From an optimization exercise on the open Yosys and OpenROAD flow, aimed at small area, a short achievable clock period and few clock cycles per item; shortcuts taken in it are not production practice.
Where RTL was checked, it was by simulation tests only, not by an equivalence proof against the original.

==> inputs of branch pepper <==
==> flow/design.v <==
module divider_48cycle (
  input  [30:0] rem,
  input  [30:0] divisor,
  input         b1,
  input         b2,
  output        q1,
  output        q2,
  output [30:0] rem_next
);
  wire [31:0] a  = {1'b0, rem} - {1'b0, divisor};
  wire [30:0] c0 = {rem[29:0], b1};
  wire [31:0] b0 = {1'b0, c0} - {1'b0, divisor};
  wire [33:0] e1 = {2'b0, rem, b1} - {2'b0, divisor, 1'b0} - {3'b0, divisor};
  assign q1 = ~a[31];
  wire q2_0 = ~b0[31];
  wire q2_1 = a[30] ? (~e1[33] & (e1[32] | e1[31])) : ~e1[33];
  assign q2 = q1 ? q2_1 : q2_0;
  reg [29:0] hi;
  always @(*) begin
    case ({q1, q2})
      2'b00:   hi = c0[29:0];
      2'b01:   hi = b0[29:0];
      2'b10:   hi = {a[28:0], b1};
      default: hi = e1[29:0];
    endcase
  end
  assign rem_next = {hi, b2};
endmodule
module kalman_filter_v3 (
  input  wire               clk,
  input  wire               rstn,
  input  wire               valid,
  input  wire signed [31:0] I_data_x,
  output wire signed [31:0] O_filter_data_x,
  output reg                finish
);
  localparam [31:0] QV = 32'h0000_1999;
  localparam [2:0] S_IDLE  = 3'd0;
  localparam [2:0] S_RV    = 3'd1;
  localparam [2:0] S_FAST  = 3'd2;
  localparam [2:0] S_VN    = 3'd3;
  localparam [2:0] S_SLOW1 = 3'd4;
  localparam [2:0] S_SLOW2 = 3'd5;
  localparam [2:0] S_F     = 3'd6;
  reg [2:0]  st;
  reg [5:0]  t;
  reg [31:0] x0, xe0, xe1, pe0, pe1, pe2, pe3;
  reg        cp0, cp1, cp2, cp3, pend;
  reg [31:0] d, e;
  reg [30:0] vd, rem0, rem2;
  reg        sg0, sg2, fastok, neg;
  reg        u31_0, unz_0, u31_2, unz_2;
  reg [47:0] s_x0, c_x0, s_x1, c_x1;
  reg [47:0] s_p0, c_p0, s_p1, c_p1, s_p2, c_p2, s_p3, c_p3;
  wire gt40 = d[31] ? (d < (32'h0 - 32'h0028_0000)) : (d > 32'h0028_0000);
  wire gt20 = d[31] ? (d < (32'h0 - 32'h0014_0000)) : (d > 32'h0014_0000);
  wire gt10 = d[31] ? (d < (32'h0 - 32'h000a_0000)) : (d > 32'h000a_0000);
  wire gt5  = d[31] ? (d < (32'h0 - 32'h0005_0000)) : (d > 32'h0005_0000);
  wire gt0  = |d;
  wire [15:0] rv_hi = gt40 ? 16'h03e8 : gt20 ? 16'h07d0 : gt10 ? 16'h0bb8 :
                      gt5  ? 16'h0fa0 : gt0  ? 16'h1388 : 16'h0000;
  wire [31:0] dsum = {pe0[31:16] + rv_hi, pe0[15:0]};
  wire [30:0] vneg = ~vd + 31'd1;
  wire [30:0] dm0 = pe0[31] ? (~pe0[30:0] + 31'd1) : pe0[30:0];
  wire [30:0] dm2 = pe2[31] ? (~pe2[30:0] + 31'd1) : pe2[30:0];
  wire [31:0] nv0 = {pe0[30], dm0};
  wire [31:0] nv2 = {pe2[30], dm2};
  wire slow = (st == S_SLOW1) | (st == S_SLOW2);
  reg  bq1_0, bq2_0, bq1_2, bq2_2;
  wire [5:0] tn = (slow && t != 6'd46) ? t + 6'd2 : 6'd0;
  always @(posedge clk) begin
    bq1_0 <= ~tn[5] & nv0[{~tn[4:1], 1'b1}];
    bq2_0 <= ~tn[5] & nv0[{~tn[4:1], 1'b0}];
    bq1_2 <= ~tn[5] & nv2[{~tn[4:1], 1'b1}];
    bq2_2 <= ~tn[5] & nv2[{~tn[4:1], 1'b0}];
  end
  wire b1_0 = slow & bq1_0;
  wire b2_0 = slow & bq2_0;
  wire b1_2 = slow & bq1_2;
  wire b2_2 = slow & bq2_2;
  wire q1_0, q2_0, q1_2, q2_2;
  wire [30:0] rn0, rn2;
  divider_48cycle u_d0 (.rem(rem0), .divisor(vd), .b1(b1_0), .b2(b2_0),
                        .q1(q1_0), .q2(q2_0), .rem_next(rn0));
  divider_48cycle u_d2 (.rem(rem2), .divisor(vd), .b1(b1_2), .b2(b2_2),
                        .q1(q1_2), .q2(q2_2), .rem_next(rn2));
  wire early = (st == S_SLOW2) & (t < 6'd16);
  wire da0 = early ? u31_0 : q1_0;
  wire db0 = early ? u31_0 : q2_0;
  wire da2 = early ? u31_2 : q1_2;
  wire db2 = early ? u31_2 : q2_2;
  wire sp0 = sg0 & ~(u31_0 & ~unz_0);
  wire sp2 = sg2 & ~(u31_2 & ~unz_2);
  function [95:0] acc_step;
    input [47:0] s;
    input [47:0] c;
    input [31:0] m;
    input        ng;
    input        da;
    input        db;
    reg   [32:0] ms;
    reg   [47:0] a, b, r, s1, c1, r2;
    begin
      ms = {m[31], m} ^ {33{ng}};
      r  = {14'b0, ~(da & ms[32]), da ? ms[31:0] : 32'b0, 1'b0};
      a  = {s[45:0], da & ng, db & ng};
      b  = {c[45:0], 2'b0};
      s1 = a ^ b ^ r;
      c1 = ((a & b) | (a & r) | (b & r)) << 1;
      r2 = {15'b0, ~(db & ms[32]), db ? ms[31:0] : 32'b0};
      acc_step = {s1 ^ c1 ^ r2, (((s1 & c1) | (s1 & r2) | (c1 & r2)) << 1)};
    end
  endfunction
  wire clr = (st == S_RV) | ((st == S_SLOW1) & (t == 6'd46));
  always @(posedge clk) begin
    if (clr) begin
      {s_x0, c_x0} <= 96'b0; {s_x1, c_x1} <= 96'b0;
      {s_p0, c_p0} <= 96'b0; {s_p1, c_p1} <= 96'b0;
      {s_p2, c_p2} <= 96'b0; {s_p3, c_p3} <= 96'b0;
    end else begin
      {s_x0, c_x0} <= acc_step(s_x0, c_x0, e,   sp0, da0, db0);
      {s_x1, c_x1} <= acc_step(s_x1, c_x1, e,   sp2, da2, db2);
      {s_p0, c_p0} <= acc_step(s_p0, c_p0, pe0, sp0, da0, db0);
      {s_p1, c_p1} <= acc_step(s_p1, c_p1, pe1, sp0, da0, db0);
      {s_p2, c_p2} <= acc_step(s_p2, c_p2, pe0, sp2, da2, db2);
      {s_p3, c_p3} <= acc_step(s_p3, c_p3, pe1, sp2, da2, db2);
    end
  end
  wire [16:0] l_x0 = {1'b0, s_x0[15:0]} + {1'b0, c_x0[15:0]};
  wire [16:0] l_x1 = {1'b0, s_x1[15:0]} + {1'b0, c_x1[15:0]};
  wire [16:0] l_p0 = {1'b0, s_p0[15:0]} + {1'b0, c_p0[15:0]};
  wire [16:0] l_p1 = {1'b0, s_p1[15:0]} + {1'b0, c_p1[15:0]};
  wire [16:0] l_p2 = {1'b0, s_p2[15:0]} + {1'b0, c_p2[15:0]};
  wire [16:0] l_p3 = {1'b0, s_p3[15:0]} + {1'b0, c_p3[15:0]};
  wire abort = (t == 6'd32) & (~fastok | q1_0 | q1_2);
  wire [31:0] x0_n = xe0 + s_x0[47:16] + c_x0[47:16] + 32'h0001_0000 + {31'b0, l_x0[16]};
  wire last = (t == 6'd46) & ((st == S_FAST) | (st == S_SLOW2));
  always @(posedge clk) begin
    if (!rstn) begin
      st  <= S_IDLE;
      t   <= 6'd0;
      finish <= 1'b0;
      pend <= 1'b0;
      x0  <= 32'h0;
      xe0 <= 32'h0;
      xe1 <= 32'h0;
      pe0 <= 32'h000a_1999;
      pe1 <= 32'h0005_0000;
      pe2 <= 32'h0005_0000;
      pe3 <= 32'h0005_1999;
    end else begin
      finish <= last;
      case (st)
        S_IDLE: begin
          if (valid) st <= S_RV;
          if (pend) begin
            pend <= 1'b0;
            xe0 <= x0 + xe1;
            pe0 <= pe0 + pe1 + pe2 + pe3 + QV + {31'b0, cp0} + {31'b0, cp1}
                   + {31'b0, cp2} + {31'b0, cp3};
            pe1 <= pe1 + pe3 + {31'b0, cp1} + {31'b0, cp3};
            pe2 <= pe2 + pe3 + {31'b0, cp2} + {31'b0, cp3};
            pe3 <= pe3 + QV + {31'b0, cp3};
          end
        end
        S_RV: begin
          st <= S_FAST;
          t  <= 6'd32;
        end
        S_FAST: begin
          if (abort) begin
            st <= neg ? S_VN : S_SLOW1;
            t  <= 6'd0;
          end else begin
            t <= t + 6'd2;
            if (t == 6'd46) st <= S_F;
          end
        end
        S_VN: st <= S_SLOW1;
        S_SLOW1: begin
          t <= (t == 6'd46) ? 6'd0 : t + 6'd2;
          if (t == 6'd46) st <= S_SLOW2;
        end
        S_SLOW2: begin
          t <= t + 6'd2;
          if (t == 6'd46) st <= S_F;
        end
        S_F: begin
          st   <= S_IDLE;
          pend <= 1'b1;
          x0  <= x0_n;
          xe1 <= xe1 + s_x1[47:16] + c_x1[47:16] + 32'h0001_0000 + {31'b0, l_x1[16]};
          pe0 <= pe0 + ~s_p0[47:16] + ~c_p0[47:16] + 32'hffff_0001;
          pe1 <= pe1 + ~s_p1[47:16] + ~c_p1[47:16] + 32'hffff_0001;
          pe2 <= pe2 + ~s_p2[47:16] + ~c_p2[47:16] + 32'hffff_0001;
          pe3 <= pe3 + ~s_p3[47:16] + ~c_p3[47:16] + 32'hffff_0001;
        end
        default: st <= S_IDLE;
      endcase
    end
  end
  always @(posedge clk) begin
    if (st == S_IDLE) begin
      d <= x0 - I_data_x;
      e <= I_data_x - x0 - xe1;
    end
    if (st == S_RV) begin
      sg0    <= pe0[31] ^ dsum[31];
      sg2    <= pe2[31] ^ dsum[31];
      neg    <= dsum[31];
      fastok <= ~pe0[30] & ~pe2[30] & ~dsum[31] & ~dsum[30];
      u31_0  <= 1'b0;
      u31_2  <= 1'b0;
      unz_0  <= 1'b0;
      unz_2  <= 1'b0;
    end
    if (st == S_RV) vd <= dsum[30:0];
    if (st == S_VN) vd <= vneg;
    if (st == S_RV) begin
      rem0 <= dm0;
      rem2 <= dm2;
    end
    if (st == S_FAST || slow) begin
      rem0 <= rn0;
      rem2 <= rn2;
    end
    if ((st == S_FAST && abort) || (st == S_SLOW1 && t == 6'd46)) begin
      rem0 <= 31'b0;
      rem2 <= 31'b0;
    end
    if (st == S_SLOW1) begin
      if (t == 6'd16) begin
        u31_0 <= q1_0;
        u31_2 <= q1_2;
        unz_0 <= q2_0;
        unz_2 <= q2_2;
      end
      if (t > 6'd16) begin
        unz_0 <= unz_0 | q1_0 | q2_0;
        unz_2 <= unz_2 | q1_2 | q2_2;
      end
    end
    if (st == S_F) begin
      cp0 <= ~l_p0[16];
      cp1 <= ~l_p1[16];
      cp2 <= ~l_p2[16];
      cp3 <= ~l_p3[16];
    end
  end
  assign O_filter_data_x = x0_n;
endmodule
==> flow/run.sh <==
#!/bin/bash
# synth_recipe.tcl (not shown) runs the flow's synth.tcl, then flattens the netlist and writes it again
# the make line also repeats each setting of config.mk as NAME=value (left out here)
make -C /OpenROAD-flow-scripts/flow DESIGN_CONFIG=/design/flow/config.mk WORK_HOME=/design/flow/orfs CLKGATE_MAP_FILE= SYNTH_SCRIPT=/design/flow/synth_recipe.tcl finish
==> flow/config.mk <==
export PLATFORM = sky130hd
export DESIGN_NAME = kalman_filter_v3
export DESIGN_NICKNAME = kalman_filter_v3
export VERILOG_FILES = /design/flow/design.v
export SDC_FILE = /design/flow/constraint.sdc
export NUM_CORES = 4
export LEC_CHECK = 0
export CAP_MARGIN = 20
export CORE_MARGIN = 2
export CORE_UTILIZATION = 55
export PLACE_DENSITY = 0.7
export SETUP_SLACK_MARGIN = 5
export SLEW_MARGIN = 20
export TNS_END_PERCENT = 100
==> flow/constraint.sdc <==
create_clock -name core_clock -period 12.0 [get_ports {clk}]
set_input_delay 2.4000 -clock core_clock [delete_from_list [all_inputs] [get_ports {clk}]]
set_output_delay 2.4000 -clock core_clock [all_outputs]
set_load 0.01 [all_outputs]
==> branch xenon (differences from branch pepper) <==
Settings changed: CORE_UTILIZATION 55 to 40, PLACE_DENSITY 0.7 to 0.6.
==> branch violet (differences from branch pepper) <==
--- a/flow/design.v
+++ b/flow/design.v
@@ -2,4 +2,5 @@
   input  [30:0] rem,
   input  [30:0] divisor,
+  input  [32:0] divisor3,
   input         b1,
   input         b2,
@@ -11,5 +12,5 @@
   wire [30:0] c0 = {rem[29:0], b1};
   wire [31:0] b0 = {1'b0, c0} - {1'b0, divisor};
-  wire [33:0] e1 = {2'b0, rem, b1} - {2'b0, divisor, 1'b0} - {3'b0, divisor};
+  wire [33:0] e1 = {2'b0, rem, b1} - {1'b0, divisor3};
   assign q1 = ~a[31];
   wire q2_0 = ~b0[31];
@@ -47,21 +48,37 @@
   reg [31:0] x0, xe0, xe1, pe0, pe1, pe2, pe3;
   reg        cp0, cp1, cp2, cp3, pend;
-  reg [31:0] d, e;
+  reg [31:0] e;
   reg [30:0] vd, rem0, rem2;
+  reg [32:0] v3;
   reg        sg0, sg2, fastok, neg;
   reg        u31_0, unz_0, u31_2, unz_2;
   reg [47:0] s_x0, c_x0, s_x1, c_x1;
   reg [47:0] s_p0, c_p0, s_p1, c_p1, s_p2, c_p2, s_p3, c_p3;
-  wire gt40 = d[31] ? (d < (32'h0 - 32'h0028_0000)) : (d > 32'h0028_0000);
-  wire gt20 = d[31] ? (d < (32'h0 - 32'h0014_0000)) : (d > 32'h0014_0000);
-  wire gt10 = d[31] ? (d < (32'h0 - 32'h000a_0000)) : (d > 32'h000a_0000);
-  wire gt5  = d[31] ? (d < (32'h0 - 32'h0005_0000)) : (d > 32'h0005_0000);
-  wire gt0  = |d;
-  wire [15:0] rv_hi = gt40 ? 16'h03e8 : gt20 ? 16'h07d0 : gt10 ? 16'h0bb8 :
-                      gt5  ? 16'h0fa0 : gt0  ? 16'h1388 : 16'h0000;
+  wire [31:0] dn = x0 - I_data_x;
+  wire [4:0] gt_n;
+  assign gt_n[4] = dn[31] ? (dn < (32'h0 - 32'h0028_0000)) : (dn > 32'h0028_0000);
+  assign gt_n[3] = dn[31] ? (dn < (32'h0 - 32'h0014_0000)) : (dn > 32'h0014_0000);
+  assign gt_n[2] = dn[31] ? (dn < (32'h0 - 32'h000a_0000)) : (dn > 32'h000a_0000);
+  assign gt_n[1] = dn[31] ? (dn < (32'h0 - 32'h0005_0000)) : (dn > 32'h0005_0000);
+  assign gt_n[0] = |dn;
+  reg  [4:0] gt;
+  wire [15:0] rv_hi = gt[4] ? 16'h03e8 : gt[3] ? 16'h07d0 : gt[2] ? 16'h0bb8 :
+                      gt[1] ? 16'h0fa0 : gt[0] ? 16'h1388 : 16'h0000;
   wire [31:0] dsum = {pe0[31:16] + rv_hi, pe0[15:0]};
   wire [30:0] vneg = ~vd + 31'd1;
-  wire [30:0] dm0 = pe0[31] ? (~pe0[30:0] + 31'd1) : pe0[30:0];
-  wire [30:0] dm2 = pe2[31] ? (~pe2[30:0] + 31'd1) : pe2[30:0];
+  wire [30:0] v3in = (st == S_VN) ? vneg : dsum[30:0];
+  wire [32:0] v3_n = {2'b0, v3in} + {1'b0, v3in, 1'b0};
+  reg  [30:0] lo0, lo2;
+  integer j;
+  always @(*) begin
+    lo0[0] = 1'b0;
+    lo2[0] = 1'b0;
+    for (j = 1; j < 31; j = j + 1) begin
+      lo0[j] = lo0[j-1] | pe0[j-1];
+      lo2[j] = lo2[j-1] | pe2[j-1];
+    end
+  end
+  wire [30:0] dm0 = pe0[30:0] ^ ({31{pe0[31]}} & lo0);
+  wire [30:0] dm2 = pe2[30:0] ^ ({31{pe2[31]}} & lo2);
   wire [31:0] nv0 = {pe0[30], dm0};
   wire [31:0] nv2 = {pe2[30], dm2};
@@ -81,7 +98,7 @@
   wire q1_0, q2_0, q1_2, q2_2;
   wire [30:0] rn0, rn2;
-  divider_48cycle u_d0 (.rem(rem0), .divisor(vd), .b1(b1_0), .b2(b2_0),
+  divider_48cycle u_d0 (.rem(rem0), .divisor(vd), .divisor3(v3), .b1(b1_0), .b2(b2_0),
                         .q1(q1_0), .q2(q2_0), .rem_next(rn0));
-  divider_48cycle u_d2 (.rem(rem2), .divisor(vd), .b1(b1_2), .b2(b2_2),
+  divider_48cycle u_d2 (.rem(rem2), .divisor(vd), .divisor3(v3), .b1(b1_2), .b2(b2_2),
                         .q1(q1_2), .q2(q2_2), .rem_next(rn2));
   wire early = (st == S_SLOW2) & (t < 6'd16);
@@ -135,4 +152,17 @@
   wire abort = (t == 6'd32) & (~fastok | q1_0 | q1_2);
   wire [31:0] x0_n = xe0 + s_x0[47:16] + c_x0[47:16] + 32'h0001_0000 + {31'b0, l_x0[16]};
+  wire        fs = (st == S_F);
+  wire [31:0] sh_x  = (fs ? xe1 : x0) + (fs ? s_x1[47:16] : xe1)
+                    + (fs ? c_x1[47:16] : 32'h0)
+                    + (fs ? 32'h0001_0000 : 32'h0) + {31'b0, fs & l_x1[16]};
+  wire [31:0] sh_p0 = pe0 + (fs ? ~s_p0[47:16] : pe1) + (fs ? ~c_p0[47:16] : pe2)
+                    + (fs ? 32'h0 : pe3) + (fs ? 32'hffff_0001 : QV)
+                    + {29'b0, fs ? 3'd0 : ({2'b0, cp0} + {2'b0, cp1} + {2'b0, cp2} + {2'b0, cp3})};
+  wire [31:0] sh_p1 = pe1 + (fs ? ~s_p1[47:16] : pe3) + (fs ? ~c_p1[47:16] : 32'h0)
+                    + (fs ? 32'hffff_0001 : 32'h0) + {30'b0, fs ? 2'd0 : ({1'b0, cp1} + {1'b0, cp3})};
+  wire [31:0] sh_p2 = pe2 + (fs ? ~s_p2[47:16] : pe3) + (fs ? ~c_p2[47:16] : 32'h0)
+                    + (fs ? 32'hffff_0001 : 32'h0) + {30'b0, fs ? 2'd0 : ({1'b0, cp2} + {1'b0, cp3})};
+  wire [31:0] sh_p3 = pe3 + (fs ? ~s_p3[47:16] : QV) + (fs ? ~c_p3[47:16] : 32'h0)
+                    + (fs ? 32'hffff_0001 : 32'h0) + {31'b0, ~fs & cp3};
   wire last = (t == 6'd46) & ((st == S_FAST) | (st == S_SLOW2));
   always @(posedge clk) begin
@@ -150,5 +180,5 @@
       pe3 <= 32'h0005_1999;
     end else begin
-      finish <= last;
+      finish <= (st == S_F);
       case (st)
         S_IDLE: begin
@@ -156,10 +186,9 @@
           if (pend) begin
             pend <= 1'b0;
-            xe0 <= x0 + xe1;
-            pe0 <= pe0 + pe1 + pe2 + pe3 + QV + {31'b0, cp0} + {31'b0, cp1}
-                   + {31'b0, cp2} + {31'b0, cp3};
-            pe1 <= pe1 + pe3 + {31'b0, cp1} + {31'b0, cp3};
-            pe2 <= pe2 + pe3 + {31'b0, cp2} + {31'b0, cp3};
-            pe3 <= pe3 + QV + {31'b0, cp3};
+            xe0 <= sh_x;
+            pe0 <= sh_p0;
+            pe1 <= sh_p1;
+            pe2 <= sh_p2;
+            pe3 <= sh_p3;
           end
         end
@@ -190,9 +219,9 @@
           pend <= 1'b1;
           x0  <= x0_n;
-          xe1 <= xe1 + s_x1[47:16] + c_x1[47:16] + 32'h0001_0000 + {31'b0, l_x1[16]};
-          pe0 <= pe0 + ~s_p0[47:16] + ~c_p0[47:16] + 32'hffff_0001;
-          pe1 <= pe1 + ~s_p1[47:16] + ~c_p1[47:16] + 32'hffff_0001;
-          pe2 <= pe2 + ~s_p2[47:16] + ~c_p2[47:16] + 32'hffff_0001;
-          pe3 <= pe3 + ~s_p3[47:16] + ~c_p3[47:16] + 32'hffff_0001;
+          xe1 <= sh_x;
+          pe0 <= sh_p0;
+          pe1 <= sh_p1;
+          pe2 <= sh_p2;
+          pe3 <= sh_p3;
         end
         default: st <= S_IDLE;
@@ -202,5 +231,5 @@
   always @(posedge clk) begin
     if (st == S_IDLE) begin
-      d <= x0 - I_data_x;
+      gt <= gt_n;
       e <= I_data_x - x0 - xe1;
     end
@@ -209,5 +238,5 @@
       sg2    <= pe2[31] ^ dsum[31];
       neg    <= dsum[31];
-      fastok <= ~pe0[30] & ~pe2[30] & ~dsum[31] & ~dsum[30];
+      fastok <= ~pe0[31] & ~pe0[30] & ~pe2[31] & ~pe2[30] & ~dsum[31] & ~dsum[30];
       u31_0  <= 1'b0;
       u31_2  <= 1'b0;
@@ -217,7 +246,8 @@
     if (st == S_RV) vd <= dsum[30:0];
     if (st == S_VN) vd <= vneg;
+    if (st == S_RV || st == S_VN) v3 <= v3_n;
     if (st == S_RV) begin
-      rem0 <= dm0;
-      rem2 <= dm2;
+      rem0 <= pe0[30:0];
+      rem2 <= pe2[30:0];
     end
     if (st == S_FAST || slow) begin
@@ -248,4 +278,4 @@
     end
   end
-  assign O_filter_data_x = x0_n;
+  assign O_filter_data_x = x0;
 endmodule
==> flow/flow/run.sh (new file) <==
#!/bin/bash
# Standard layout, with timing repair aiming for 6 ns of setup slack (the
# clock period and all constraints are the design's).
set -euo pipefail
bash standard.sh SETUP_SLACK_MARGIN=6 finish > standard_flow.log 2>&1
==> flow/standard.sh (new file) <==
#!/bin/bash
# synth_recipe.tcl (not shown) runs the flow's synth.tcl, then flattens the netlist and writes it again
# the make line also repeats each setting of config.mk as NAME=value (left out here)
make -C /OpenROAD-flow-scripts/flow DESIGN_CONFIG=/design/flow/config.mk WORK_HOME=/design/flow/orfs CLKGATE_MAP_FILE= SYNTH_SCRIPT=/design/flow/synth_recipe.tcl "${@:-finish}"
Settings changed: CORE_UTILIZATION 55 to 40, PLACE_DENSITY 0.7 to 0.6, SETUP_SLACK_MARGIN 5 to default, SLEW_MARGIN 20 to 40.
removed: flow/run.sh
==> branch fjord (differences from branch pepper) <==
--- a/flow/design.v
+++ b/flow/design.v
@@ -45,5 +45,5 @@
   reg [2:0]  st;
   reg [5:0]  t;
-  reg [31:0] x0, xe0, xe1, pe0, pe1, pe2, pe3;
+  reg [31:0] x0, xe1, pe0, pe1, pe2, pe3;
   reg        cp0, cp1, cp2, cp3, pend;
   reg [31:0] d, e;
@@ -134,5 +134,16 @@
   wire [16:0] l_p3 = {1'b0, s_p3[15:0]} + {1'b0, c_p3[15:0]};
   wire abort = (t == 6'd32) & (~fastok | q1_0 | q1_2);
-  wire [31:0] x0_n = xe0 + s_x0[47:16] + c_x0[47:16] + 32'h0001_0000 + {31'b0, l_x0[16]};
+  wire [31:0] x0_n = x0 + xe1 + s_x0[47:16] + c_x0[47:16] + 32'h0001_0000 + {31'b0, l_x0[16]};
+  wire        fs = (st == S_F);
+  wire [31:0] sh_x  = xe1 + s_x1[47:16] + c_x1[47:16] + 32'h0001_0000 + {31'b0, l_x1[16]};
+  wire [31:0] sh_p0 = pe0 + (fs ? ~s_p0[47:16] : pe1) + (fs ? ~c_p0[47:16] : pe2)
+                    + (fs ? 32'h0 : pe3) + (fs ? 32'hffff_0001 : QV)
+                    + {29'b0, fs ? 3'd0 : ({2'b0, cp0} + {2'b0, cp1} + {2'b0, cp2} + {2'b0, cp3})};
+  wire [31:0] sh_p1 = pe1 + (fs ? ~s_p1[47:16] : pe3) + (fs ? ~c_p1[47:16] : 32'h0)
+                    + (fs ? 32'hffff_0001 : 32'h0) + {30'b0, fs ? 2'd0 : ({1'b0, cp1} + {1'b0, cp3})};
+  wire [31:0] sh_p2 = pe2 + (fs ? ~s_p2[47:16] : pe3) + (fs ? ~c_p2[47:16] : 32'h0)
+                    + (fs ? 32'hffff_0001 : 32'h0) + {30'b0, fs ? 2'd0 : ({1'b0, cp2} + {1'b0, cp3})};
+  wire [31:0] sh_p3 = pe3 + (fs ? ~s_p3[47:16] : QV) + (fs ? ~c_p3[47:16] : 32'h0)
+                    + (fs ? 32'hffff_0001 : 32'h0) + {31'b0, ~fs & cp3};
   wire last = (t == 6'd46) & ((st == S_FAST) | (st == S_SLOW2));
   always @(posedge clk) begin
@@ -143,5 +154,4 @@
       pend <= 1'b0;
       x0  <= 32'h0;
-      xe0 <= 32'h0;
       xe1 <= 32'h0;
       pe0 <= 32'h000a_1999;
@@ -150,5 +160,5 @@
       pe3 <= 32'h0005_1999;
     end else begin
-      finish <= last;
+      finish <= (st == S_F);
       case (st)
         S_IDLE: begin
@@ -156,10 +166,8 @@
           if (pend) begin
             pend <= 1'b0;
-            xe0 <= x0 + xe1;
-            pe0 <= pe0 + pe1 + pe2 + pe3 + QV + {31'b0, cp0} + {31'b0, cp1}
-                   + {31'b0, cp2} + {31'b0, cp3};
-            pe1 <= pe1 + pe3 + {31'b0, cp1} + {31'b0, cp3};
-            pe2 <= pe2 + pe3 + {31'b0, cp2} + {31'b0, cp3};
-            pe3 <= pe3 + QV + {31'b0, cp3};
+            pe0 <= sh_p0;
+            pe1 <= sh_p1;
+            pe2 <= sh_p2;
+            pe3 <= sh_p3;
           end
         end
@@ -190,9 +198,9 @@
           pend <= 1'b1;
           x0  <= x0_n;
-          xe1 <= xe1 + s_x1[47:16] + c_x1[47:16] + 32'h0001_0000 + {31'b0, l_x1[16]};
-          pe0 <= pe0 + ~s_p0[47:16] + ~c_p0[47:16] + 32'hffff_0001;
-          pe1 <= pe1 + ~s_p1[47:16] + ~c_p1[47:16] + 32'hffff_0001;
-          pe2 <= pe2 + ~s_p2[47:16] + ~c_p2[47:16] + 32'hffff_0001;
-          pe3 <= pe3 + ~s_p3[47:16] + ~c_p3[47:16] + 32'hffff_0001;
+          xe1 <= sh_x;
+          pe0 <= sh_p0;
+          pe1 <= sh_p1;
+          pe2 <= sh_p2;
+          pe3 <= sh_p3;
         end
         default: st <= S_IDLE;
@@ -248,4 +256,4 @@
     end
   end
-  assign O_filter_data_x = x0_n;
+  assign O_filter_data_x = x0;
 endmodule
Settings changed: CORE_UTILIZATION 55 to 40, PLACE_DENSITY 0.7 to 0.6.
==> notes.md <==
- Cell count: branch fjord < branch pepper < branch violet < branch xenon.
- Clock-buffer cell count: branch fjord is lower than branch violet (18).
- Global-route usage: branch pepper > branch violet > branch xenon > branch fjord.
- Critical path depth, highest first: branch pepper, branch xenon, branch fjord, branch violet.
- The lowest clock skew belongs to branch fjord, the highest to branch violet.
- Non-clock buffer count, lowest first: branch fjord, branch violet, branch xenon, branch pepper.
==> figures <==
	branch xenon	branch pepper	branch fjord	branch violet
Outcome	timing/DRC/antenna clean	timing/DRC/antenna clean	timing/DRC/antenna clean	timing/DRC/antenna clean
Crit. End Element	output pin	flop	flop	flop
Number of cell instances on the worst register-to-register path	30	55	27	20
Worst path arrival time	5.83 ns	9.09 ns	7.48 ns	6.52 ns
Total length of routed wires	259200 um	252700 um	234800 um	256800 um
Fraction of the yosys area taken by sequential cells	23.57%	23.57%	24.76%	24.62%
Met2 routing resource usage after global routing	37.71%	50.07%	38.54%	39.30%
Critical hold path startpoint	xe0[16]$_SDFFE_PN0P_	xe0[16]$_SDFFE_PN0P_	xe1[16]$_SDFFE_PN0P_	pe1[4]$_SDFFE_PN0P_
Sum of routed wire segments on met1	118200 um	110800 um	101000 um	112700 um
Core area	0.2172 mm2	0.1580 mm2	0.2001 mm2	0.2094 mm2
Number of post-CTS setup repair buffers	27	63	7	23
Highest routed layer	met4	met4	met5	met4
Number of antenna violations at the first check in global routing	11	5	9	7
Testbench counts of branch violet, summed over its fixed seeds: cycles 28,800, items 2,400.
No functional check of the RTL was part of branch pepper, branch xenon and branch fjord.

separate check: timing with driven ports:
The results above use ideal ports. As a check the final layouts listed here were re-extracted and re-timed, cells and wires unchanged.
Step 1, drivers: a clkbuf_16 drives clk and a buf_2 each remaining input, both assumed.
Step 2 moves the port delays by t, midway between the first and last clock arrival at a register: inputs arrive t later, outputs are due t later. That takes back most of the time a late clock gives input paths.
Three values: no drivers, after step 1, after step 2; two values: the first two.
| run | t (ns) | setup WS [ns] | clock arrival spread, ns | pins driven straight from the clock port |
|---|---|---|---|---|
| branch pepper | 0.837 | 3.539 / 3.539 / 3.539 | 0.051 / 0.051 | 1 |
| branch xenon | 0.854 | 3.767 / 3.685 / 4.539 | 0.040 / 0.040 | 1 |
| branch violet | 0.839 | 6.076 / 6.076 / 5.363 | 0.048 / 0.048 | 1 |
| branch fjord | 0.819 | 5.102 / 5.102 / 5.102 | 0.033 / 0.033 | 1 |
After both steps every run listed still meets setup and hold. For branch violet, which loses most, drivers alone change the setup slack by 0.000 ns; drivers and shift together by -0.713 ns.
